Background: an optimization exercise with open tools, aiming at small area. Do not read the settings as production practice. In this exercise RTL edits were held to simulation tests only and were not proved equivalent to the original. No activity file was given, so power comes from the tool's default toggle rates.

--- flow/design.v ---
module delay_counter #(
	parameter counter_width = 32
) (
	input clk,
	input rst_n,
	input [counter_width-1:0] count,	
	input load,
	output done
	);
reg [counter_width-1:0] counter;
always @(posedge clk or negedge rst_n)
	if(~rst_n)
		counter <= 0;
	else if(load)
		counter <= count;
	else  
		counter <= counter - 1'b1;
assign done = (counter == 0);
endmodule
module  read_byte(
                  clk,
                  rst_n,
                  dly_done,
				  read_data,      
				  read_data_out,
				  dly,
				  ack,
				  read_en,
				  nf_re_n,
				  dly_load			  
                );
       input         clk;
       input         rst_n;
       input         dly_done;
       input         read_en;
	   input  [7:0]  read_data;
       output [7:0]  read_data_out;
       output [31:0] dly;
       output        nf_re_n;
       output        dly_load;
       output        ack;
       reg    [7:0]  read_data_out;
       reg    [3:0]  dly_counter;
       reg           nf_re_n;
       reg           dly_load;
       reg           ack;
		 reg    [4:0]  cycle;
       assign dly[31:0] = {28'b0, dly_counter[3:0]};
       reg    [1:0]  state;
       parameter idle = 2'd0;
       parameter read = 2'd1;
parameter TWP   = 4'd3,   
		  TWC   = 4'd6,   
		  TRP   = 4'd4,   
		  TRC   = 4'd6,   
		  TREA  = 4'd3,   
		  TWB   = 4'd10;  
always@(posedge clk or negedge rst_n)
    begin
       if(~rst_n) begin
                cycle       <= 0;
                nf_re_n     <= 1;
                dly_load    <= 0;
                dly_counter <= 0;
                state       <= idle;
                ack         <= 0;
                read_data_out <= 0;
       end
       else begin
       case(state)
         idle: begin 
                cycle       <= 0;
                nf_re_n     <= 1;
                dly_load    <= 0;
                dly_counter <= 0;
                ack         <= 0;
                if(read_en)
                 state <= read;
                else
                 state <= idle;
               end
         read:    
               case(cycle)
                  5'd0: begin
                        nf_re_n       <= 1'b0;
	                    dly_load      <= 1;             
	                    dly_counter   <= TREA;
	                    cycle         <= cycle+1;
                        end
                  5'd1: begin
                        dly_load      <= 0;             
	                   if(dly_done)                     
	                   begin
	                     read_data_out   <= read_data;  
	                     cycle           <= cycle+1;
	                     dly_load        <= 1;
	                     dly_counter     <= TRP-TREA;
	                   end
	                  end
	             5'd2: begin
	                  dly_load       <= 0;
	                  if(dly_done)
	                    begin
	                    nf_re_n     <= 1;
	                    cycle       <= cycle+1;
	                    dly_load    <= 1;
	                    dly_counter <= TRC-TRP;
	                    end
	                 end  
	            5'd3: begin
	                 dly_load       <= 0;
	                 if(dly_done)
	                   begin
	                    ack         <= 1;
	                    state       <= idle;
	                   end
	                 end    
                 endcase
       endcase       
       end
     end
endmodule
module hamming_xor( clk,
                   rst_n,
                   hamming_en,
                   hamming_result,
                   nfecc
                  );
input clk;
input rst_n;     
input hamming_en;      
input [23:0] hamming_result;
output [23:0]nfecc;
reg    [11:0]nfecc_r;
reg     [1:0] state;
assign  nfecc[23:0]={10'b0,state,nfecc_r};
wire [23:0] tmp;
assign tmp=hamming_result;
wire [7:0]  cnt;
assign cnt = (((tmp[0]+tmp[1]+tmp[2])+(tmp[3]+tmp[4]+tmp[5]))+((tmp[6]+tmp[7]+tmp[8])+(tmp[9]+
           tmp[10]+tmp[11])))+(((tmp[12]+tmp[13]+tmp[14])+(tmp[15]+tmp[16]+tmp[17]))+((tmp[18]+tmp[19]+tmp[20])+
           (tmp[21]+tmp[22]+tmp[23])));
always@(posedge clk or negedge rst_n)
begin
  if(~rst_n) begin
    state   <= 2'b00;
    nfecc_r <= 12'h000;
  end
  else if(hamming_en) begin
    case(cnt)
      0:  begin
           state   <= 2'b00;
           nfecc_r <= 12'h0000;
          end
      12: begin
          state      <= 2'b01;
          nfecc_r[0] <= tmp[1]; 
          nfecc_r[1] <= tmp[3];
          nfecc_r[2] <= tmp[5];
          nfecc_r[3] <= tmp[7];
          nfecc_r[4] <= tmp[9];
          nfecc_r[5] <= tmp[11];
          nfecc_r[6] <= tmp[13];
          nfecc_r[7] <= tmp[15];
          nfecc_r[8] <= tmp[17];
          nfecc_r[9] <= tmp[19];
          nfecc_r[10] <= tmp[21];
          nfecc_r[11] <= tmp[23];
          end
     default: begin
            state <= 2'b10; 
            nfecc_r <=12'h000;
             end
    endcase
   end
end
endmodule
module controller(
          clk,
          rst_n,
          start,
          nf_addr0, 
          nf_addr1,
          operate,
          page_size,
          r,
          dio_in,
          dio_out,
          dio_oe,
          done,
          nf_cle,
          nf_ale,
          nf_ce_n,
          nf_re_n,
          nf_we_n,
          Flash2RamDat,
          Flash2RamWe,  
          Flash2RamAddr,
          Ram2FlashDat,
          ecc_en,
          ecc_ack,
          status,
          id,
          valid,
          nfecc0,
          hamming_out0
           );
input           clk;
input           rst_n;
input           start;
input [31:0]    nf_addr0;
input [31:0]    nf_addr1;
input [3:0]     operate;
input [1:0]     page_size;
input           r;
input [7:0]     dio_in;
output [7:0]    dio_out;
output          dio_oe;
input           ecc_ack;
input [23:0]    hamming_out0;
output          ecc_en;
reg             ecc_en;
output          done;
output          nf_cle;
output          nf_ale;
output          nf_ce_n;
output          nf_re_n;
output          nf_we_n;
output [31:0]   Flash2RamDat;
output          Flash2RamWe;
output [8:0]    Flash2RamAddr;
reg [17:0]      cycle;
reg [11:0]      byte_num;
input  [31:0]   Ram2FlashDat;
reg nf_cle;
reg nf_ale;
reg nf_ce_n;
reg nf_we_n;
wire nf_re_n;
reg done;
output  [7:0]    status;
reg     [7:0]    status;
output  [31:0]   id;
output [31:0]    valid;
reg    [31:0]    valid;
output [31:0]    nfecc0;
wire   [23:0]    nfecc_w;
assign nfecc0 = {8'b0, nfecc_w};
reg    [31:0]    id;
reg    [4:0]     counter;       
reg              counter_rst;
reg              counter_en;
reg   [7:0]      write_data;
wire  [7:0]      read_data;
reg              io_read;         
assign           read_data= io_read ? dio_in : write_data;
assign           dio_out = write_data;
assign           dio_oe  = ~io_read;
reg [15:0]       state;
reg [31:0]       Flash2RamDat;
reg              Flash2RamWe;
reg [8:0]        Flash2RamAddr ;
wire             ack;
reg              read_en;
wire [7:0]       read_data_out;
wire             dly_done;
wire [31:0]      dly;
wire             dly_load;
reg [23:0]       ori_hamming;
reg [23:0]       new_hamming;
reg [23:0]       hamming_result;
reg [7:0]        cnt;
parameter idle               =  16'b0000000000000001,
          flash_rst      	 =  16'b0000000000000010,
          page_read          =  16'b0000000000000100,
          block_erase        =  16'b0000000000001000,
          page_program       =  16'b0000000000010000,
          read_id            =  16'b0000000000100000,
          read_status        =  16'b0000000001000000,  
          copy_back          =  16'b0000000010000000,
          write_ecc          =  16'b0000000100000000,
          read_ecc           =  16'b0000001000000000,
          invalid_block      =  16'b0000010000000000,
          read_block_state   =  16'b0000100000000000;
parameter cycle_1               =  18'b000000000000000001,
          cycle_2      	        =  18'b000000000000000010,
          cycle_3               =  18'b000000000000000100,
          cycle_4               =  18'b000000000000001000,
          cycle_5               =  18'b000000000000010000,
          cycle_6               =  18'b000000000000100000,
          cycle_7               =  18'b000000000001000000,  
          cycle_8               =  18'b000000000010000000,
          cycle_9               =  18'b000000000100000000,
          cycle_10              =  18'b000000001000000000,
          cycle_11              =  18'b000000010000000000,
          cycle_12              =  18'b000000100000000000,
          cycle_13              =  18'b000001000000000000,
          cycle_14              =  18'b000010000000000000,
          cycle_15              =  18'b000100000000000000,
          cycle_16              =  18'b001000000000000000,
          cycle_17              =  18'b010000000000000000,
          cycle_18              =  18'b100000000000000000;
task cycle_inc;
begin
  cycle <= (cycle<<1);
end
endtask
parameter TWP   = 4'd3,   
          TWC   = 4'd6,   
          TRP   = 4'd4,   
          TRC   = 4'd6,   
          TREA  = 4'd3,   
          TWB   = 4'd10;  
 reg[11:0]     PageSize;
 reg[7:0]      spare_area;  
 always @*
     begin
        case(page_size)
        2'b00: PageSize = 12'd256;
        2'b01: PageSize = 12'd512;
        2'b10: PageSize = 12'd1024;
        default: PageSize = 12'd2048;
       endcase
     end
 reg hamming_en;
 hamming_xor hamming_xor(
                        .clk(clk),
                        .hamming_en(hamming_en),
                        .hamming_result(hamming_result),
                        .rst_n(rst_n),
                        .nfecc(nfecc_w)
                        );
always@(posedge clk or negedge rst_n)
begin
    if(~rst_n) begin
        state<= idle;
        id          <= 0;
        status      <=0;
        cycle       <= 0;
        nf_ce_n     <=0;        
        nf_cle      <=0;
        nf_ale      <=0;
        nf_we_n     <=0;    
        cnt         <=0;
        done        <=0;
        byte_num    <=0;       
        counter_en  <=0;       
        counter_rst <=1;       
        Flash2RamWe <=0;        
        Flash2RamAddr <= 0;
        hamming_en     <=0;
        new_hamming     <=0;
        ori_hamming     <=0;
        hamming_result  <=0;
        valid           <=0;
        ecc_en          <=0;
        io_read         <=1;
        write_data      <=0;
        read_en         <=0;
        Flash2RamDat    <=0;
    end
    else begin
    case(state)
    idle: begin
            nf_ce_n <=0;  
            nf_cle  <=0;
            nf_ale  <=0;
            nf_we_n <=0;
            cycle   <=cycle_1;
            done    <=0;
            cnt     <=0;
            byte_num     <=0;       
            counter_en   <=0;      
            counter_rst  <=1;    
            Flash2RamWe  <=0;     
            Flash2RamAddr <= 0;
            hamming_en <=0;
            if(start && !done) begin    
                case(operate)
                4'b0000: state <= idle;
                4'b0001: state <= page_read;
                4'b0010: state <= page_program;
                4'b0011: state <= block_erase;
                4'b0100: state <= write_ecc;
                4'b0101: state <= read_ecc;
                4'b0110: state <= flash_rst;
                4'b0111: state <= read_id;
                4'b1000: state <= copy_back;
                4'b1001: state <= read_status;
                4'b1010: state <= invalid_block; 
                4'b1011: state <= read_block_state;  
                default: state <= idle;
                endcase
            end
          end
    page_read: begin            
                case(cycle)
                cycle_1: sendCmd(8'h00); 
                cycle_2: sendAddr(nf_addr0[7:0],0);
                cycle_3: sendAddr(nf_addr0[16:9],0);        
                cycle_4: sendAddr(nf_addr0[24:17],0);
                cycle_5: sendAddr({7'b0,nf_addr0[25]},1);
                cycle_6: begin
                       cnt <= cnt+1;
                       if(cnt==7'd5)
                        cycle_inc;
                      end
                cycle_7: if(r) cycle_inc; 
                cycle_8: begin
                        read_byte_task(4'd0,1);                                                                     
                      end
                cycle_9:begin
                        read_byte_task(4'd1,1);                                                 
                    end
                cycle_10:begin                        
                        read_byte_task(4'd2,1);                               
                    end
                cycle_11:begin
                        read_byte_task(4'd3,1);                  
                    end
              cycle_12:begin
                        Flash2RamWe<=1;       
                        cycle_inc;
                        end
              cycle_13:begin
                        Flash2RamWe<=0;      
                        Flash2RamAddr <= Flash2RamAddr+1;
                        cycle_inc;
                        end 
              cycle_14: begin
                        if(byte_num==PageSize)
                            cycle_inc;
                        else
                            cycle<= cycle_8;
                      end   
             cycle_15: begin
                      opdone;
                     end 
              default: state <= idle;   
            endcase 
        end
    page_program: begin
                 case(cycle)
                  cycle_1: begin                               
                        ecc_en <= 1;
                        if(ecc_ack) begin
                         cycle_inc;
                         ecc_en <=0;                    
                         end
                       end  
                  cycle_2:begin                         
                         sendCmd(8'h00);
                       end
                  cycle_3:sendCmd(8'h80);
                  cycle_4: sendAddr(nf_addr0[7:0],0);
                  cycle_5: sendAddr(nf_addr0[16:9],0);
                  cycle_6: sendAddr(nf_addr0[24:17],0);
                  cycle_7: sendAddr({7'b0,nf_addr0[25]},1);
                  cycle_8: sendByte(Ram2FlashDat[7:0],1);
                  cycle_9: sendByte(Ram2FlashDat[15:8],1);
                  cycle_10: sendByte(Ram2FlashDat[23:16],1);
                  cycle_11: sendByte(Ram2FlashDat[31:24],1);  
                  cycle_12: begin
                        Flash2RamAddr <= Flash2RamAddr+1;
                        if(byte_num==PageSize)
                          cycle_inc;
                        else cycle <=cycle_8;   
                        end
                  cycle_13: sendCmd(8'h10);
                  cycle_14: begin
                       cnt <= cnt+1;
                       if(cnt==8'd5)
                        cycle_inc;
                      end
                  cycle_15: if(r) cycle_inc;  
                  cycle_16: sendCmd(8'h70);
                  cycle_17: read_byte_task(4'd4,1); 
                  cycle_18: begin
                          opdone;
                          end 
                  default: state<= idle;
                 endcase    
                    end
    write_ecc: begin
                  case(cycle)
                  cycle_1:sendCmd(8'h50);
                  cycle_2:sendCmd(8'h80);
                  cycle_3: sendAddr(nf_addr0[7:0],0);
                  cycle_4: sendAddr(nf_addr0[16:9],0);
                  cycle_5: sendAddr(nf_addr0[24:17],0);
                  cycle_6: sendAddr({7'b0,nf_addr0[25]},1);
                  cycle_7: sendByte(hamming_out0[7:0],1);
                  cycle_8: sendByte(hamming_out0[15:8],1);
                  cycle_9: sendByte(hamming_out0[23:16],1);          
                  cycle_10: sendCmd(8'h10);
                  cycle_11: begin
                       cnt <= cnt+1;
                       if(cnt==8'd5)
                        cycle_inc;
                      end
                  cycle_12: if(r) cycle_inc; 
                  cycle_13: sendCmd(8'h70);
                  cycle_14: read_byte_task(4'd4,1);             
                  cycle_15: opdone;
                  default: state<= idle;
                  endcase
               end
    invalid_block: 
               begin
                  case(cycle)
                  cycle_1:sendCmd(8'h50);
                  cycle_2:sendCmd(8'h80);
                  cycle_3: sendAddr(nf_addr0[7:0],0);
                  cycle_4: sendAddr(nf_addr0[16:9],0);
                  cycle_5: sendAddr(nf_addr0[24:17],0);
                  cycle_6: sendAddr({7'b0,nf_addr0[25]},1);
                  cycle_7: sendByte(8'hec,1);                        
                  cycle_8: sendCmd(8'h10);
                  cycle_9: begin
                       cnt <= cnt+1;
                       if(cnt==8'd5)
                        cycle_inc;
                      end
                  cycle_10: if(r) cycle_inc; 
                  cycle_11: opdone;
                  default: state<= idle;
                  endcase  
             end
    read_ecc: begin
                case(cycle)
                cycle_1: begin                                                                                
                      ecc_en <= 1;
                      if(ecc_ack) begin
                         cycle_inc;
                         ecc_en          <= 0;
                         new_hamming     <= hamming_out0;
                      end                                                                             
                     end        
                cycle_2: sendCmd(8'h50); 
                cycle_3: sendAddr(nf_addr0[7:0],0);
                cycle_4: sendAddr(nf_addr0[16:9],0);        
                cycle_5: sendAddr(nf_addr0[24:17],0);
                cycle_6: sendAddr({7'b0,nf_addr0[25]},1);
                cycle_7: begin
                       cnt <= cnt+1;
                       if(cnt==8'd10)
                        cycle_inc;
                      end
                cycle_8: if(r) cycle_inc; 
                cycle_9: read_byte_task(4'd5,1);
                cycle_10: read_byte_task(4'd6,1);
                cycle_11: read_byte_task(4'd7,1);    
                cycle_12: begin
                          hamming_result <= new_hamming^ori_hamming;
                          hamming_en <= 1;
                          cycle_inc;
                          end
                cycle_13: begin
                           cycle_inc;
                           end
                cycle_14: opdone;
                default: state <= idle;
                  endcase
                  end
    read_block_state: 
                  begin
                  case(cycle)
                  cycle_1:sendCmd(8'h50);                 
                  cycle_2: sendAddr(nf_addr0[7:0],0);
                  cycle_3: sendAddr(nf_addr0[16:9],0);
                  cycle_4: sendAddr(nf_addr0[24:17],0);
                  cycle_5: sendAddr({7'b0,nf_addr0[25]},1);
                  cycle_6: begin
                       cnt <= cnt+1;
                       if(cnt==8'd5)
                        cycle_inc;
                      end
                  cycle_7: if(r) cycle_inc; 
                  cycle_8: read_byte_task(4'd8,1);       
                  cycle_9: opdone;
                  default: state<= idle;
                  endcase  
             end
    read_id: begin
                case(cycle)
                cycle_1: sendCmd(8'h90);
                cycle_2: sendAddr(8'h00,1);
                cycle_3: read_byte_task(4'd9,1);
                cycle_4: read_byte_task(4'd10,1);
                cycle_5: read_byte_task(4'd11,1);
                cycle_6: read_byte_task(4'd12,1);
                cycle_7: opdone;
                default: state <= idle;                     
                endcase         
             end
    block_erase: begin
                    case(cycle)
                    cycle_1: sendCmd(8'h60);
                    cycle_2: sendAddr(nf_addr0[16:9],0);
                    cycle_3: sendAddr(nf_addr0[24:17],0);
                    cycle_4: sendAddr({7'b0,nf_addr0[25]},1);
                    cycle_5: sendCmd(8'hd0);
                    cycle_6: begin
                       cnt <= cnt+1;
                       if(cnt==8'd5)
                        cycle_inc;
                      end
                    cycle_7: if(r) cycle_inc; 
                    cycle_8: sendCmd(8'h70);
                    cycle_9: read_byte_task(4'd4,1);
                    cycle_10: opdone;
                    default: state<= idle;
                    endcase
                end
    flash_rst: begin
                case(cycle)
                cycle_1:sendCmd(8'hff);
                cycle_2: begin
                       cnt <= cnt+1;
                       if(cnt==8'd5)
                       cycle_inc;
                      end
                cycle_3: if(r) cycle_inc;     
                cycle_4:opdone;
                default:state <= idle;
                endcase
               end
    read_status: begin
                    case(cycle)
                    cycle_1: sendCmd(8'h70);
                    cycle_2: cycle_inc; 
                    cycle_3: read_byte_task(4'd4,1);
                    cycle_4: begin
                          opdone;
                          end
                    default: state <=idle;
                    endcase
                  end
    default: state <= idle;
    endcase 
 end
end
always@(posedge clk or negedge rst_n)
  begin
    if(~rst_n)
      begin
            counter <=0;
      end
    else
        begin
          if(counter_rst) 
                counter<=0;
          else if(counter_en)
                counter <= counter + 1'b1;
      end
  end
task  delay;
      input[7:0]  Tdelay;
      begin
      counter_rst <= 0;
      counter_en  <= 1;
          if(counter==Tdelay)
           begin
               counter_rst   <= 1'b1;
               counter_en    <= 1'b0;
                cycle        <= cycle+1;
           end
      end
endtask  
task  sendAddr;
    input[7:0] address;
    input      last_addr;
     begin
     io_read     <= 0;  
      nf_we_n    <= 0;
      nf_ale     <= 1;
      write_data <= address;    
      counter_rst<= 0;
      counter_en <= 1;  
        if( (counter>=TWP) && (counter<TWC))
         begin
           nf_we_n <= 1'b1; 
         end
       else if ( counter==TWC )
           begin
             nf_we_n  <= 1'b1;
             if(last_addr) 
             nf_ale <= 1'b0;
             counter_rst <= 1'b1;
             counter_en  <= 1'b0;
             cycle_inc;
           end
     end
endtask
task  sendCmd;
       input[7:0]  command;
       begin
           write_data      <= command;
           io_read         <= 1'b0;
           nf_cle          <= 1'b1;
           nf_we_n         <= 1'b0;
           counter_rst     <= 0;
           counter_en      <= 1;
       if( (counter>=TWP) && (counter<TWC))
       begin
              nf_we_n      <= 1'b1; 
         end
     else if ( counter==TWC )
       begin
             nf_cle        <= 1'b0;
             nf_we_n       <= 1'b1;
             counter_rst   <= 1'b1;
             counter_en    <= 1'b0;
             cycle_inc;
            end
   end
endtask
task  sendByte;
       input[7:0]  data;
       input       last_data;
       begin
       counter_rst   <= 0;
       counter_en    <= 1;
       io_read       <= 1'b0; 
       nf_we_n       <= 1'b0;
       write_data    <= data;
         if( (counter>=TRP) && (counter<TRC) )
            begin
           nf_we_n <= 1'b1; 
            end
       else if ( counter==TRC )
            begin
             nf_we_n     <= 1'b1;
             counter_rst <= 1'b1;
             counter_en  <= 1'b0;
             byte_num    <= byte_num+1;
             if(last_data)
                begin   
               cycle_inc;
                 end
        end
       end
endtask
task opdone;
      begin
        state <= idle;
         done <= 1;
      end
endtask
read_byte read_byte(
           .clk(clk),
           .rst_n(rst_n),
           .dly_done(dly_done),
           .read_data(read_data),
           .read_data_out(read_data_out),
           .dly(dly),
           .ack(ack),
           .read_en(read_en),
           .nf_re_n(nf_re_n),
           .dly_load(dly_load)        
         );
delay_counter  #(.counter_width(32)) 
delay_counter (
    .clk   ( clk ),
    .rst_n ( rst_n ),
    .count (dly),
    .load  ( dly_load),
    .done  ( dly_done)
);  
task  read_byte_task;
       input [3:0]  dest;
       input        last_data;
       begin
       io_read       <= 1'b1;
       read_en       <= 1;
       if(ack) begin
        read_en      <= 0; 
        case(dest)
        4'd0:  Flash2RamDat[7:0]   <= read_data_out;
        4'd1:  Flash2RamDat[15:8]  <= read_data_out;
        4'd2:  Flash2RamDat[23:16] <= read_data_out;
        4'd3:  Flash2RamDat[31:24] <= read_data_out;
        4'd4:  status[7:0]         <= read_data_out;
        4'd5:  ori_hamming[7:0]    <= read_data_out;
        4'd6:  ori_hamming[15:8]   <= read_data_out;
        4'd7:  ori_hamming[23:16]  <= read_data_out;
        4'd8:  valid[7:0]          <= read_data_out;
        4'd9:  id[31:24]           <= read_data_out;
        4'd10: id[23:16]           <= read_data_out;
        4'd11: id[15:8]            <= read_data_out;
        default: id[7:0]           <= read_data_out;
        endcase
        byte_num     <= byte_num+1;
        if(last_data)
        cycle_inc;
       end
      end
endtask
endmodule
`timescale 1ns / 1ps
module ppc_interface(
					clk,
					rst_n,
					cs_n,
					oe_n,
					we_n,
					rd_wr,
					ebi_data_in,
					ebi_data_out,
					ebi_data_oe,
					id,
                    valid,          
                    nfecc0,         
					status,
					buffer,
					ebi_addr,
					operate,
					page_size,
					Ahb2RamWENB_d,
					Ahb2RamOENB,
					Ram2AhbQB,		 
					start,
					nfaddr0,
					nfaddr1,
					done,
					Ahb2RamAddr
					);
    input clk;
	input rst_n;
    input cs_n;
    input oe_n;
    input [3:0] we_n;
    input rd_wr;
    input [31:0] Ram2AhbQB;		 
    input [31:0] ebi_data_in;
    output [31:0] ebi_data_out;
    output ebi_data_oe;
    input [31:0] id;
    input  [31:0] valid;
    input  [31:0] nfecc0;
    input [7:0] status;
	input done;
	output [31:0] nfaddr0;
	output [31:0] nfaddr1;
	input [15:0] ebi_addr;  
	output [3:0] operate;
	output 		 start;
	output [1:0] page_size;
	output Ahb2RamWENB_d;
	output Ahb2RamOENB;
	output [8:0] Ahb2RamAddr;
	output [31:0] buffer;
reg [31:0] nfcr;
reg [31:0] nfaddr0;
reg [31:0] nfaddr1;
wire [3:0] operate;
wire [1:0] page_size;
wire re_o;
wire we_o;
wire [13:0] match_addr;
assign match_addr=ebi_addr[15:2];  
reg Ahb2RamWENB;
reg Ahb2RamWENB_d;
wire Ahb2RamOENB;
wire wdt_en;                      
assign {start,wdt_en,page_size,operate}= nfcr[7:0];
assign Ahb2RamAddr = match_addr[8:0]; 
assign we_o =  ~rd_wr & ~cs_n&(we_n!=4'b1111);  
assign re_o = rd_wr & ~cs_n&(we_n==4'b1111)  ;  
wire flash_cr_wr;  
wire flash_addr0_wr;  
wire flash_addr1_wr;  
wire flash_cr_re;
wire flash_addr0_re;
wire flash_addr1_re;
wire id_read;
wire status_read;
wire valid_read;
wire nfecc0_read;
assign flash_cr_wr	 = we_o&&(match_addr == 14'b00100000000001);  
assign flash_addr0_wr = we_o&&(match_addr == 14'b00100000000000); 
assign flash_addr1_wr = we_o&&(match_addr == 14'b00100000000100); 
assign flash_cr_re	 = re_o&&(match_addr == 14'b00100000000001);  
assign flash_addr0_re = re_o&&(match_addr == 14'b00100000000000); 
assign flash_addr1_re = re_o&&(match_addr == 14'b00100000000100); 
assign valid_read = re_o&&(match_addr == 14'b00100000000101); 
assign nfecc0_read = re_o&&(match_addr == 14'b00100000000110); 
assign id_read       = re_o&&(match_addr == 14'b00100000000010);
assign status_read   = re_o&&(match_addr == 14'b00100000000011);
assign Ahb2RamOENB=re_o&&(match_addr>=14'b00010000000000)&&(match_addr<=14'b00010111111111);
reg  [31:0] read_data;
wire [31:0] write_data;
assign ebi_data_out = read_data;
assign ebi_data_oe  = re_o;
assign write_data = re_o ? read_data : ebi_data_in;
reg [31:0] wdt;     
reg [31:0] buffer;  
always@( posedge clk or negedge rst_n)
begin
	if(~rst_n) begin
		nfcr <=0;
		nfaddr0 <=0;
		nfaddr1 <=0;
		nfcr    <=0;
		buffer  <=0;
        Ahb2RamWENB <=0;
        Ahb2RamWENB_d <=0;
	end
	else begin
   Ahb2RamWENB<=we_o&&(match_addr>=14'b00010000000000)&&(match_addr<=14'b00010111111111);
   Ahb2RamWENB_d <= Ahb2RamWENB;  
   if(Ahb2RamWENB)
    buffer<= write_data[31:0];
  if(we_o)
   begin
   case(match_addr)
   14'b00100000000001:      nfcr<=write_data[31:0];
   14'b00100000000000:   nfaddr0<=write_data[31:0];
   14'b00100000000100:   nfaddr1<=write_data[31:0];
    endcase
   end
    if(done||(wdt_en&&(wdt==1000000)))  
      nfcr[7] <= 0;  
	end
end
always@ *
begin
  read_data = 32'hffff0000;
  if(re_o)
   begin
   case(match_addr)
   14'b00100000000001:     read_data = nfcr;
   14'b00100000000000:  read_data = nfaddr0;
   14'b00100000000010:       read_data = id;
   14'b00100000000011:   read_data = status;
   14'b00100000000100:  read_data = nfaddr1;
   14'b00100000000101:    read_data = valid;
   14'b00100000000110:   read_data = nfecc0;
    default:  read_data= 32'hffff0000;
   endcase
   end
   if(Ahb2RamOENB)
    read_data= Ram2AhbQB; 
end
always@(posedge clk or negedge rst_n)
begin
  if(~rst_n)
     wdt <=0;
  else
     begin
       if(nfcr[7])
        wdt <= wdt+1;
       else
        wdt <= 0;
     end
end
endmodule
module ecc_controller(
                   clk,
                   rst_n,
                   data_in,  
                   en,
                   addr,
                   ecc_gen,
                   reset_gen,
                   data8,    
                   count,
                   ecc_load,
                   ecc_ack
                  );
 input            clk;   
 input            rst_n;
 output [8:0]     addr;
 input [31:0]     data_in;
 input            en;
 output           reset_gen;
 reg              reset_gen;
 output           ecc_gen;
 reg              ecc_gen;
 output           ecc_load;
 reg              ecc_load;
 output           ecc_ack;
 reg              ecc_ack;
 output [7:0]      data8;
 reg    [7:0]      data8;
 output [10:0]     count;
 reg    [10:0]     count;
 reg    [8:0]      addr;
 reg [1:0] state;  
 parameter idle      = 2'd0;
 parameter ecc_begin = 2'd1;
 reg [3:0]        cycle;
 always@(posedge clk or negedge rst_n)
 begin
   if(~rst_n) begin
     state   <= idle;
     ecc_gen       <= 0;
     ecc_load      <= 0;
     reset_gen     <= 1;
     ecc_ack       <= 0;
     data8         <= 0;
     cycle         <= 0;
     addr          <= 0;
     count         <= 0;
   end
   else begin 
   case(state)
   idle: begin 
        ecc_gen       <= 0;
        ecc_load      <= 0;
        ecc_ack       <= 0;
        reset_gen     <= 1;
        cycle         <= 0;
        addr          <= 0;
        count         <= 0;
        if(en)
          state       <= ecc_begin;
        else
          state      <= idle;
		end
   ecc_begin:
      begin
      ecc_load  <= 1;
      case(cycle)
        4'd0: begin
                data8     <= data_in[7:0];
                count     <= {addr,2'b00};  
                ecc_gen   <= 1;
                reset_gen <= 0;
                cycle     <= cycle+1;
              end
        4'd1: begin
                data8     <= data_in[15:8];
                count     <= {addr,2'b01};
                cycle     <= cycle+1;
              end
        4'd2: begin
                data8     <= data_in[23:16];
                count     <= {addr,2'b10};
                cycle     <= cycle+1;
              end
        4'd3: begin
                data8     <= data_in[31:24];
                count     <= {addr,2'b11};
                cycle     <= cycle+1;
              end   
        4'd4: begin
                  if(count==511) begin
                    ecc_gen   <= 0;
                    ecc_load  <= 1;                 
                    ecc_ack   <= 1;
                    cycle     <= cycle+1;
                    end
                  else begin
                    cycle     <= 0;
                    addr      <= addr+1;
                    ecc_gen   <= 0;
                    end
              end  
        4'd5: state <= idle;
       endcase 
       end      
   endcase
    end   
 end  
endmodule
`timescale 1ns/1ns
module NandEccGeneration (
              clk,
              rst_n,
              datain,
              count_in,
              hamming_out0,
              hamming_out1,
              hamming_out2,
              hamming_out3,
              nand_ecc_gen,
              reset_ecc_gen,
	          ecc_load
              );
 input            clk;   
 input            rst_n;
 input            nand_ecc_gen;
 input            reset_ecc_gen;
 input            ecc_load;
 input [7:0]      datain;
 input [10:0]     count_in;
 output[23:0]     hamming_out0;
 output[23:0]     hamming_out1;
 output[23:0]     hamming_out2;
 output[23:0]     hamming_out3;
 reg   [23:0]     hamming_out0;
 reg   [23:0]     hamming_out1;
 reg   [23:0]     hamming_out2;
 reg   [23:0]     hamming_out3;
 reg    [23:0]     hammingcode_tmp;
 wire              rowparity_tmp;
assign  rowparity_tmp=datain[0]^datain[1]^datain[2]^datain[3]^datain[4]^datain[5]^datain[6]^datain[7];
always @(negedge rst_n or posedge clk )
 begin 
    if (~rst_n ==1'b1)
         begin 
            hamming_out0     <= 24'b000000; 
            hamming_out1     <= 24'b000000; 
            hamming_out2     <= 24'b000000; 
            hamming_out3     <= 24'b000000; 
         end
    else if(ecc_load)
         begin
           if(count_in==511)  hamming_out0     <= hammingcode_tmp; 
            if(count_in==1023) hamming_out1     <= hammingcode_tmp; 
            if(count_in==1535) hamming_out2     <= hammingcode_tmp; 
            if(count_in==2047) hamming_out3     <= hammingcode_tmp;        
         end
  end
always @(negedge rst_n or posedge clk )
 begin : ParityGEN
   if (!rst_n ==1'b1)
      begin 
        hammingcode_tmp  <= 24'h000000;
      end
   else if(count_in==0)
      begin
        hammingcode_tmp  <= 24'h000000;
      end
   else begin
     if (nand_ecc_gen == 1'b1)
       begin
         hammingcode_tmp[0]<= hammingcode_tmp[0]^datain[0]^ datain[2]^ datain[4]^ datain[6];  
         hammingcode_tmp[1]<= hammingcode_tmp[1]^datain[1]^ datain[3]^ datain[5]^ datain[7];  
         hammingcode_tmp[2]<= hammingcode_tmp[2]^datain[0]^ datain[1]^ datain[4]^ datain[5];  
         hammingcode_tmp[3]<= hammingcode_tmp[3]^datain[2]^ datain[3]^ datain[6]^ datain[7];  
         hammingcode_tmp[4]<= hammingcode_tmp[4]^datain[0]^ datain[1]^ datain[2]^ datain[3];  
         hammingcode_tmp[5]<= hammingcode_tmp[5]^datain[4]^ datain[5]^ datain[6]^ datain[7];  
         hammingcode_tmp[6]<= hammingcode_tmp[6]^(rowparity_tmp & ~(count_in[0])) ;           
         hammingcode_tmp[7]<= hammingcode_tmp[7]^(rowparity_tmp & count_in[0]) ;              
         hammingcode_tmp[8]<= hammingcode_tmp[8]^(rowparity_tmp & ~(count_in[1])) ;           
         hammingcode_tmp[9]<= hammingcode_tmp[9]^(rowparity_tmp & count_in[1]) ;              
         hammingcode_tmp[10]<= hammingcode_tmp[10]^(rowparity_tmp & ~(count_in[2])) ;         
         hammingcode_tmp[11]<= hammingcode_tmp[11]^(rowparity_tmp & count_in[2]) ;            
         hammingcode_tmp[12]<= hammingcode_tmp[12]^(rowparity_tmp & ~(count_in[3])) ;         
         hammingcode_tmp[13]<= hammingcode_tmp[13]^(rowparity_tmp & count_in[3]) ;            
         hammingcode_tmp[14]<= hammingcode_tmp[14]^(rowparity_tmp & ~(count_in[4])) ;        
         hammingcode_tmp[15]<= hammingcode_tmp[15]^(rowparity_tmp & count_in[4]) ;           
         hammingcode_tmp[16]<= hammingcode_tmp[16]^(rowparity_tmp & ~(count_in[5])) ;        
         hammingcode_tmp[17]<= hammingcode_tmp[17]^(rowparity_tmp & count_in[5]) ;           
         hammingcode_tmp[18]<= hammingcode_tmp[18]^(rowparity_tmp & ~(count_in[6])) ;        
         hammingcode_tmp[19]<= hammingcode_tmp[19]^(rowparity_tmp & count_in[6]) ;           
         hammingcode_tmp[20]<= hammingcode_tmp[20]^(rowparity_tmp & ~(count_in[7])) ;       
         hammingcode_tmp[21]<= hammingcode_tmp[21]^(rowparity_tmp & count_in[7]) ;          
         hammingcode_tmp[22]<= hammingcode_tmp[22]^(rowparity_tmp & ~(count_in[8])) ;       
         hammingcode_tmp[23]<= hammingcode_tmp[23]^(rowparity_tmp & count_in[8]) ;          
       end
    else 
       begin
         hammingcode_tmp[23:0] <= hammingcode_tmp[23:0];
       end
   end
 end
endmodule
`timescale 1ns / 1ps
module nand_flash_top(
    input         clk,
    input         rst_n,
    input         cs_n,
    input         oe_n,
    input  [3:0]  we_n,
    input         rd_wr,
    input  [15:0] ebi_addr,
    input  [31:0] ebi_data_in,
    output [31:0] ebi_data_out,
    output        ebi_data_oe,
    input         r,
    input  [7:0]  dio_in,
    output [7:0]  dio_out,
    output        dio_oe,
    output        nf_cle,
    output        nf_ale,
    output        nf_ce_n,
    output        nf_re_n,
    output        nf_we_n,
    output [8:0]  ram_a_addr,
    output        ram_a_we,
    output [31:0] ram_a_din,
    input  [31:0] ram_a_dout,
    output [8:0]  ram_b_addr,
    output        ram_b_we,
    output [31:0] ram_b_din,
    input  [31:0] ram_b_dout
    );
	wire [3:0] operate;
	wire [31:0] nfaddr0;
	wire [31:0] nfaddr1;
	wire [1:0]	page_size;
	wire [8:0]	Ahb2RamAddr;
	wire [31:0] buffer;
	wire [31:0] Ram2AhbQB;
	wire [31:0] id;
    wire [31:0] valid;
    wire [31:0] nfecc0;
	wire [7:0]  status;
	wire        done;
	wire        start;
	wire        Ahb2RamWENB;
	wire        Ahb2RamOENB;
	wire [31:0] Flash2RamDat;
    wire        Flash2RamWe;
    wire [8:0]  Flash2RamAddr;
    wire [31:0] Ram2FlashDat;
wire [10:0] count_in;
wire ecc_load;
wire [7:0]  datain;
wire nand_ecc_gen;
wire ecc_ack;
wire reset_ecc_gen;
wire [8:0] ecc_addr;
wire ecc_en;
wire [23:0] hamming_out0;
wire [23:0] hamming_out1;
wire [23:0] hamming_out2;
wire [23:0] hamming_out3;
ppc_interface ebi_interface (
        .clk(clk),
        .rst_n(rst_n),
        .cs_n(cs_n),
        .oe_n(oe_n),
        .we_n(we_n),
        .rd_wr(rd_wr),
        .ebi_data_in(ebi_data_in),
        .ebi_data_out(ebi_data_out),
        .ebi_data_oe(ebi_data_oe),
		  .buffer(buffer),
		  .id(id),
          .valid(valid),
          .nfecc0(nfecc0),
		  .status(status),
        .ebi_addr(ebi_addr),
        .operate(operate),
        .page_size(page_size),
        .Ahb2RamWENB_d(Ahb2RamWENB),
        .Ahb2RamOENB(Ahb2RamOENB),
        .Ram2AhbQB(Ram2AhbQB),
        .start(start),
        .nfaddr0(nfaddr0),
        .nfaddr1(nfaddr1),
		  .done(done),
        .Ahb2RamAddr(Ahb2RamAddr));
controller nf_controller(
	      .clk(clk),
          .rst_n(rst_n),
          .start(start),
          .nf_addr0(nfaddr0), 
          .nf_addr1(nfaddr1),
          .operate(operate),
          .page_size(page_size),
          .r(r),
          .dio_in(dio_in),
          .dio_out(dio_out),
          .dio_oe(dio_oe),
          .done(done),
          .nf_cle(nf_cle),
          .nf_ale(nf_ale),
          .nf_ce_n(nf_ce_n),
          .nf_re_n(nf_re_n),
          .nf_we_n(nf_we_n),
          .Flash2RamDat(Flash2RamDat),
          .Flash2RamWe(Flash2RamWe),
          .Flash2RamAddr(Flash2RamAddr),
          .Ram2FlashDat(Ram2FlashDat),
          .ecc_en(ecc_en),
          .ecc_ack(ecc_ack),
          .status(status),
          .id(id),
          .valid(valid),
          .nfecc0(nfecc0),
          .hamming_out0(hamming_out0)
	       );
wire [8:0] addra;
assign addra = ecc_en ? ecc_addr : Flash2RamAddr;
assign ram_a_addr   = addra;
assign ram_a_we     = Flash2RamWe;
assign ram_a_din    = Flash2RamDat;
assign Ram2FlashDat = ram_a_dout;
assign ram_b_addr   = Ahb2RamAddr;
assign ram_b_we     = Ahb2RamWENB;
assign ram_b_din    = buffer;
assign Ram2AhbQB    = ram_b_dout;
ecc_controller ecc_controller(
                   .clk(clk),
                   .rst_n(rst_n),
                   .data_in(Ram2FlashDat),  
                   .en(ecc_en&(~ecc_ack)),
                   .addr(ecc_addr),
                   .ecc_gen(nand_ecc_gen),
                   .reset_gen(reset_ecc_gen),
                   .data8(datain),    
                   .count(count_in),
                   .ecc_load(ecc_load),
				   .ecc_ack(ecc_ack)
                  );
NandEccGeneration ecc_generation(
                .clk(clk),
                .rst_n(rst_n),
                .datain(datain),
                .count_in(count_in),
                .hamming_out0(hamming_out0),
                .hamming_out1(hamming_out1),
                .hamming_out2(hamming_out2),
                .hamming_out3(hamming_out3),
                .nand_ecc_gen(nand_ecc_gen),
                .reset_ecc_gen(reset_ecc_gen),
	            .ecc_load(ecc_load)
              );
endmodule
--- flow/run.sh ---
#!/bin/bash
# synth_recipe.tcl (not shown) runs the flow's synth.tcl, then flattens the netlist and writes it again
# the make line also repeats each setting of config.mk as NAME=value (left out here)
make -C /OpenROAD-flow-scripts/flow DESIGN_CONFIG=/design/flow/config.mk WORK_HOME=/design/flow/orfs CLKGATE_MAP_FILE= SYNTH_SCRIPT=/design/flow/synth_recipe.tcl finish
--- flow/config.mk ---
export PLATFORM = sky130hd
export DESIGN_NAME = nand_flash_top
export DESIGN_NICKNAME = nand_flash_top
export VERILOG_FILES = /design/flow/design.v
export SDC_FILE = /design/flow/constraint.sdc
export NUM_CORES = 4
export LEC_CHECK = 0
export CAP_MARGIN = 20
export CORE_MARGIN = 2
export CORE_UTILIZATION = 40
export SLEW_MARGIN = 20
--- flow/constraint.sdc ---
create_clock -name core_clock -period 10.0 [get_ports {clk}]
set_input_delay 2.0000 -clock core_clock [delete_from_list [all_inputs] [get_ports {clk}]]
set_output_delay 2.0000 -clock core_clock [all_outputs]
set_load 0.01 [all_outputs]
==> results.py <==
metrics = {
    "run_status": {
        "status": "finished clean",
    },
    "synthesis": {
        "yosys_warnings": 7,
        "synth_edf_count": 0,
        "postSynth.asyncResetShare_pct": 100,
        "synth-xor-area-share_pct": 3.95,
        "synth_nets": 3332,
        "synth_simple_gate_area_share_pct": 16.9,
        "synth_top_family_by_area": "compound AO/OA/AOI/OAI gates",
        "postSynthAreaPerCell_sq_um": 9.54,
        "synthAdderAreaFrac_pct": 2.25,
        "synth_compound_area_share_pct": 18.6,
        "post_synth_inst_count": 3158,
        "ys_dominant_reg_cell": "dfrtp_1",
        "synth-seq-area-share_pct": 45.4,
        "yosys-mux-area-fraction_pct": 8.86,
        "synth.cell_area_sq_um": 30100,
        "synth.ff_latch_count": 546,
        "synth.distinct_cells": 92,
    },
    "pwr": {
        "share_clk_of_total_power_pct": 49.3,
        "irDropWorstVdd_v": 0.000125,
        "power.density_nw_per_um2": 135,
        "power.combinational.fraction_pct": 4.4,
        "switching_share_pct": 23.0,
        "p_leak_nw": 15.0,
        "p_int_mw": 3.72,
        "net-switching-power_mw": 1.11,
        "share_seq_of_total_power_pct": 46.3,
    },
    "flow_run": {
        "max_cap_violations": 0,
    },
    "drt": {
        "route.top_layer_used": "met4",
        "via_count": 26400,
        "drt_iter0_markers": 3068,
        "finalWirelength_um": 108000,
        "drt-met1-wl_um": 46800,
        "avgViaCountPerCell": 6.08,
        "wl_met3_um": 8830,
        "detail-route-antenna-nets": 0,
        "met2WireLength_um": 47200,
        "drt-pass1-iter-count": 8,
        "drc": 0,
        "wl_per_cell_um": 24.9,
    },
    "placed_design": {
        "place.detailed.hpwl_um": 77200,
        "dpl_ws_ns": 2.18,
        "place.port_buffers": 256,
        "place.detailed.instances": 4233,
        "rd_place_congestion": 0.985,
    },
    "clock_tree": {
        "htree_num_levels": 2,
        "worst_skew_pair.late_latency_ns": 0.66,
        "clk_pin_slew_ns": 0.06,
        "cts_setup_buffers": 0,
        "ctsResizeCount": 0,
        "root_buffer": "clkbuf_16",
        "hold_buffers": 0,
        "cts_buffer_depth": 3,
        "numCtsBuffers": 60,
        "cts_tree": "built",
        "cts_num_sinks": 546,
    },
    "worst_hold_path": {
        "holdPathEnd": "ebi_interface.nfaddr1[7]$_DFFE_PN0P_",
        "hold-path-cell-count": 2,
        "worst_hold_check_path_type": "reg -> reg",
        "timing.hold.worst.start": "ebi_interface.nfaddr1[7]$_DFFE_PN0P_",
    },
    "timing": {
        "tightest_slew_ns": 1.13,
        "post-route-min-period_ns": 7.95,
        "setup_total_negative_slack_ns": 0,
        "post-route-period-util_pct": 79.5,
        "achievable-frequency_mhz": 126,
        "max_slew_margin_pct": 24.1,
        "setup_viol_count_final": 0,
        "grt_setup_unrepaired": "false",
        "setup_ws_ns": 2.05,
        "final_hold_viol_count": 0,
        "timing_max_transition_violations_final": 0,
        "fin_worst_skew_ns": 0.0643,
        "whs_ns": 0.480,
    },
    "floorplanning": {
        "die_h_um": 278,
        "initial_utilization_pct": 40.5,
        "fp-row-count": 100,
        "boundaryPins": 261,
        "core_area_sq_um": 74400,
        "die_w_um": 278,
        "dieArea_sq_um": 77500,
    },
    "cells_and_area": {
        "areaGrowthSynthToFinish_pct": 18.8,
        "most-common-layout-cells": "dfrtp_1, nand2_1, o21ai_0",
        "fin_nets": 3501,
        "final_cell_count_no_fill": 4348,
        "layout.cells.most_common": "dfrtp_1",
        "finish.utilization_pct": 48.1,
        "drive_above_1_share_pct": 12.5,
    },
    "global_route": {
        "antenna_found_initial": 4,
        "global_route_wire_length_before_repair_um": 164000,
        "globalRoute.totalOverflow": 0,
        "first_global_vias": 25500,
        "grt_start_max_net_pins": 159,
        "gr-usage-all-layers_pct": 27.6,
    },
    "worst_setup_path": {
        "crit_path_end_kind": "primary output",
        "regToRegEndpoint": "nf_controller.hamming_xor.nfecc_r[6]$_DFFE_PN0P_",
        "r2r_setup_slack_ns": 4.67,
        "critical_path_required_ns": 8.00,
        "r2r-start": "nf_controller.hamming_result[1]$_DFFE_PN0P_",
        "timing.reg2reg.worst_path_depth": 16,
        "critical_path.max_fanout": 22,
        "critical_path.startpoint_type": "input pin",
        "critical_path_class": "in -> out",
        "data_arrival_time_of_the_critical_path_ns": 5.95,
    },
}
-- layout make-up --
class	instances	area (sq um)
fill	6944	38700
inverter	90	338
multi-input combinational	2306	15300
sequential	546	13700
clock buffer	80	1690
antenna	1	2.50
timing repair buffer	323	3090
tap	969	1210
clock inverter	33	452
-- flip-flops by register name (all words and copies together), names as in the netlist, 32 cells and up --
name and cells:
nf_controller.delay_counter.counter 32, ebi_interface.buffer 32, nf_controller.id 32, ebi_interface.nfaddr1 32, ebi_interface.wdt 32, ebi_interface.nfaddr0 32
ebi_interface.nfcr 32, nf_controller.Flash2RamDat 32
-- logic make-up after synthesis --
logic type | Yosys count
compound gates | 856
xor+xnor | 136
fa+ha+maj | 44
buf+inv | 306
flops | 546
mux | 243
other cells | 1
simple gates | 1026
-- worst max-delay path by stage --
stage                 start                to  cells past startpoint
3_3_place_gp    ebi_addr[2]  ebi_data_out[24]                      9
6_report       ebi_addr[10]  ebi_data_out[10]                      9
3_5_place_dp    ebi_addr[2]  ebi_data_out[24]                      9
2_1_floorplan  ebi_addr[10]  ebi_data_out[22]                      7
4_1_cts         ebi_addr[2]  ebi_data_out[24]                      9
5_1_grt        ebi_addr[10]  ebi_data_out[10]                      9
-- routing by layer --
layer / GRT usage, % / vias to the layer above
li1: - / 11900
met1: 38.6 / 13000
met2: 41.4 / 1233
met3: 5.03 / 291
met4: 13.0 / 0
met5: 0 / -
-- worst max-delay path, cell delays in order --
cell,delay (ns)
clkdlybuf4s50_1,0.43
nor4b_1,0.52
nand4_1,0.28
nor2_1,0.85
o311ai_2,0.39
buf_4,0.37
a21oi_1,0.40
a21o_1,0.16
clkdlybuf4s50_1,0.54
-- through the flow --
step	power [mW]	area (sq um)
after floorplan	2.33	30100
after global placement	2.49	33600
after detailed placement	2.49	33600
after CTS	4.89	35800
after global routing	5.00	35800
final	4.83	35800
-- cell usage after synthesis, types with 11 or more instances --
library cell | count | area (sq um)
a21boi_0 | 19 | 143
a21oi_1 | 158 | 791
a221oi_1 | 45 | 394
a222oi_1 | 34 | 340
a22o_1 | 31 | 272
a22oi_1 | 77 | 578
a31oi_1 | 27 | 169
and2_1 | 48 | 300
and3_1 | 30 | 188
buf_2 | 12 | 60.1
buf_4 | 12 | 90.1
clkbuf_1 | 180 | 676
dfrtp_1 | 542 | 13600
fa_1 | 17 | 340
ha_1 | 27 | 338
inv_1 | 87 | 327
mux2_2 | 181 | 2040
mux2i_1 | 54 | 541
nand2_1 | 317 | 1190
nand2b_1 | 29 | 181
nand3_1 | 74 | 370
nand4_1 | 31 | 194
nor2_1 | 226 | 848
nor2b_1 | 20 | 125
nor3_1 | 75 | 375
nor4_1 | 46 | 288
o21ai_0 | 266 | 1330
o21ai_1 | 17 | 85.1
o221ai_1 | 11 | 96.3
o22ai_1 | 33 | 206
o31ai_1 | 19 | 143
or2_2 | 16 | 100
or3_1 | 35 | 219
or4_1 | 17 | 128
xnor2_1 | 85 | 744
xor2_1 | 51 | 447
-- power by group through the flow --
stage          Sequential [mW]  Clock [mW]  Combinational [mW]
2_1_floorplan             2.28           0              0.0415
3_3_place_gp              2.28           0               0.215
3_5_place_dp              2.28           0               0.214
4_1_cts                   2.24        2.44               0.215
5_1_grt                   2.24        2.53               0.232
6_report                  2.24        2.38               0.213

static timing again, ports no longer ideal:
The results above use ideal ports. As a check the final layout listed here was re-extracted and re-timed, cells and wires unchanged.
Step 1 (the two cells are an assumption about what drives the block):
set clk [get_ports {clk}]
set_driving_cell -lib_cell sky130_fd_sc_hd__clkbuf_16 $clk
set_driving_cell -lib_cell sky130_fd_sc_hd__buf_2 [delete_from_list [all_inputs] $clk]
Step 2, shift: input delay + t, output delay - t, t = (earliest + latest rising clock arrival at the registers) / 2. This alone moves slack from input paths to output paths.
Slacks: no drivers / after step 1 / after step 2; pairs: no drivers / after step 1.
t, ns: 0.700
slack for setup (ns): 2.047 / 2.027 / 2.027
worst register clock-pin slew, ns: 0.08 / 0.08
worst slew at a driven data input, ns: 0.07
After both steps this run still meets setup and hold. For this run, drivers alone change the setup slack by -0.020 ns; drivers and shift together by -0.020 ns.
